Context: an optimization exercise on an open-source flow, tuned for small area, a short achievable clock period and few clock cycles per item. The choices shown serve that exercise and are no tape-out recipe. In this exercise RTL edits were held to simulation tests only and were not proved equivalent to the original. Power figures rest on the tool's default switching activity, not on a simulated workload.

## mac
module mac (
    input  wire        clk,
    input  wire        rst,
    input  wire [31:0] x,
    input  wire [31:0] y,
    input  wire        start,
    output wire [31:0] z,
    output wire        busy
  );
==> flow/config.mk <==
export PLATFORM = sky130hd
export DESIGN_NAME = mac
export DESIGN_NICKNAME = mac
export VERILOG_FILES = /design/flow/design.v
export SDC_FILE = /design/flow/constraint.sdc
export NUM_CORES = 4
export LEC_CHECK = 0
export CAP_MARGIN = 20
export CORE_MARGIN = 2
export CORE_UTILIZATION = 60
export SETUP_SLACK_MARGIN = 2.35
export SLEW_MARGIN = 20
export SYNTH_HIERARCHICAL = 1
export SYNTH_MINIMUM_KEEP_SIZE = 0
==> flow/constraint.sdc <==
create_clock -name core_clock -period 7.0 [get_ports {clk}]
set_input_delay 1.4000 -clock core_clock [delete_from_list [all_inputs] [get_ports {clk}]]
set_output_delay 1.4000 -clock core_clock [all_outputs]
set_load 0.01 [all_outputs]
standard.sh (not shown) runs the stock make flow with config.mk's settings and CLKGATE_MAP_FILE= SYNTH_SCRIPT=/design/flow/synth_recipe.tcl, a recipe that flattens the netlist after the stock synthesis.
==> flow/flow/run.sh <==
#!/bin/bash
# The standard layout (standard.sh), with port buffers of the given cell instead
# of the one buffer_ports picks by default.  make's output goes to standard.log;
# ORFS keeps each step's log under orfs/logs.
set -euo pipefail
export BUFFER_PORTS_ARGS="-buffer_cell sky130_fd_sc_hd__buf_2"
bash standard.sh > standard.log 2>&1
The first run passed the timing, design-rule and antenna checks.
Testbench counts at the start, summed over its fixed seeds: cycles 512, items 512.
Then changed:
Settings changed: CORE_UTILIZATION 60 to 40, PLACE_DENSITY set to 0.95.
=> Maximum frequency hardly moves. Routed wire length went up by 3.3%. Utilization went down by 21 points. Flip-flop and latch count stays the same.
Then changed:
Settings changed: PLACE_DENSITY 0.95 to not set, SETUP_SLACK_MARGIN 2.35 to not set.
Result:
- sequential power went down by about 1%
- worst hold slack gains 0.048 ns
- cell count barely changes
- count of clock-buffer cells in the layout went down by 2

========
Setup of try-lagoon:
Starting RTL as in the previous note.
==> flow/design.v (excerpt) <==
module mac (
    input  wire        clk,
    input  wire        rst,
    input  wire [31:0] x,
    input  wire [31:0] y,
    input  wire        start,
    output wire [31:0] z,
    output wire        busy
  );
export LEC_CHECK = 0
export CAP_MARGIN = 20
export CORE_MARGIN = 2
export CORE_UTILIZATION = 40
export SETUP_SLACK_MARGIN = 2.5
export SLEW_MARGIN = 20
export SYNTH_HIERARCHICAL = 1
export SYNTH_MINIMUM_KEEP_SIZE = 0
create_clock -name core_clock -period 7.0 [get_ports {clk}]
Scripts as last shown in full above: flow/flow/run.sh
Testbench counts of try-lagoon, summed over its fixed seeds: cycles 512, items 512.
The following lists how try-nickel was set up differently from try-lagoon:
Settings: PLACE_DENSITY newly set to 0.85; SETUP_SLACK_MARGIN changed from 2.5 to 2.35.
--- outcome ---
try-nickel | status: complete | timing, DRC, antenna: pass. From try-lagoon to try-nickel the numbers moved as follows: worst ir drop on vdd now sits higher; first-iteration DRC count +about 40%; post-route standard cell area excluding fillers -about 5%; via total after detailed routing rose 157. Area of the multi-input gates: higher on try-lagoon. The half-perimeter wire length after detailed placement reported for try-nickel is smaller than that of try-lagoon by 680 µm.
### try-nickel -> try-violet
Settings: swapping 40 for 75 in CORE_UTILIZATION; clearing PLACE_DENSITY, which used to be 0.85.
- try-violet ends up with a final period demand of the worst path that is 0.069 ns higher than in try-nickel.
- From try-violet to try-nickel, initial antenna violation count did not move at all.
- Taking try-nickel as the reference, in try-violet count of plain and timing-repair buffers in the layout rose about 2%; total number of vias grew by 191; combinational cell fraction of total power went up by 2.8 points; core region area fell about 50%.
- On try-violet: power share of the sequential group is 0.7 points lower than what try-nickel gave.
- Any difference in final net count between try-violet and try-nickel is small enough to ignore.
- try-violet vs try-nickel — post-route non-filler standard cell count dropped by more than 10%

========
build 85:
Another version of the RTL of mac (not shown whole).
For scale: about 100 I/O pins, roughly 0.0077 mm² of cells after synthesis.
==> flow/config.mk <==
export PLATFORM = sky130hd
export DESIGN_NAME = mac
export DESIGN_NICKNAME = mac
export VERILOG_FILES = /design/flow/design.v
export SDC_FILE = /design/flow/constraint.sdc
export NUM_CORES = 4
export LEC_CHECK = 0
export CAP_MARGIN = 20
export CORE_MARGIN = 2
export CORE_UTILIZATION = 40
export SETUP_SLACK_MARGIN = 2.3
export SLEW_MARGIN = 20
export SYNTH_HIERARCHICAL = 1
export SYNTH_MINIMUM_KEEP_SIZE = 0
==> flow/constraint.sdc <==
create_clock -name core_clock -period 7.0 [get_ports {clk}]
set_input_delay 1.4000 -clock core_clock [delete_from_list [all_inputs] [get_ports {clk}]]
set_output_delay 1.4000 -clock core_clock [all_outputs]
set_load 0.01 [all_outputs]
Scripts as last shown in full above: flow/flow/run.sh
Build 85 finished every step from synthesis to the final layout, and the layout passed the timing, design-rule and antenna checks.
Testbench counts of build 85, summed over its fixed seeds: cycles 512, items 512.
Relative to build 85, the following input files were edited for build 10:
- changing SETUP_SLACK_MARGIN from 2.3 to 2.35
--- outcome ---
- Run comparison: build 10 slowest cell on the critical path fa_2; build 85 slowest cell on the critical path fa_1
- In build 10, the iteration count of the initial detailed-routing pass came out 1 below the value in build 85.
- Going from build 85 to build 10, portion of the clock cycle consumed by the worst path in the final layout up 0.21 points; count of clock buffers in the final design went up.
The inputs of build 51 differ from those of build 10 as listed below.
- SETUP_SLACK_MARGIN changed from 2.35 to 2.3
- GPL_ROUTABILITY_DRIVEN newly set to 0
Results
The post-cts gate resize count of build 51 exceeds that of build 10 by 1. The part of the power in registers number comes out higher for build 51 vs build 10. Build 51 does worse than build 10 on wire length. First element of the critical path: x[19] -> build 51, y[2] -> build 10. Going from build 10 to build 51, critical path's largest stage delay lower; number of vias per cell went up by 2.6%; non-clock buffer share of cell area rose by 0.20 points; via count saw an increase. In the reports for build 10 and build 51, the smaller fraction of the cycle the final worst path needs belongs to build 10. Against build 10, build 51 reports a total routing usage reported by global routing that is lower. Build 51 vs build 10: DRC violation total after the first TritonRoute iteration up by more than a quarter.

-- port drivers added, routing unchanged --
Ports are ideal in the flow. The routed layouts listed here were re-timed in OpenROAD. Step 1 assumes that a clkbuf_16 drives the clock port and a buf_2 every other input. Step 2 moves the port delays by t, midway between the first and last clock arrival at a register: inputs arrive t later, outputs are due t later. That takes back most of the time a late clock gives input paths. Slacks: ideal / step 1 / step 2; pairs: ideal / step 1.
run	shift t [ns]	setup slack, ns	hold WS [ns]	worst setup path at the end	worst data-port slew with drivers (ns)
the first run of note 1	0.323	2.349 / 2.368 / 2.045	1.639 / 1.616 / 1.871	input to register	0.03
the second run of note 1	0.318	2.358 / 2.357 / 2.040	1.635 / 1.618 / 1.879	input to register	0.05
the third run of note 1	0.324	2.304 / 2.316 / 1.992	1.683 / 1.668 / 1.877	input to register	0.04
try-lagoon	0.329	2.496 / 2.479 / 2.150	1.651 / 1.639 / 1.877	input to register	0.07
try-nickel	0.323	2.394 / 2.413 / 2.090	1.663 / 1.645 / 1.875	input to register	0.04
try-violet	0.321	2.325 / 2.334 / 2.013	1.636 / 1.624 / 1.895	input to register	0.04
build 85	0.329	2.410 / 2.418 / 2.089	1.645 / 1.641 / 1.874	input to register	0.06
build 10	0.335	2.395 / 2.416 / 2.081	1.667 / 1.650 / 1.878	input to register	0.05
build 51	0.334	2.350 / 2.357 / 2.024	1.646 / 1.627 / 1.871	input to register	0.05
After both steps every run listed still meets setup and hold. The setup slack of try-lagoon, which loses most, moves by -0.017 ns with the drivers and by -0.346 ns with both steps.
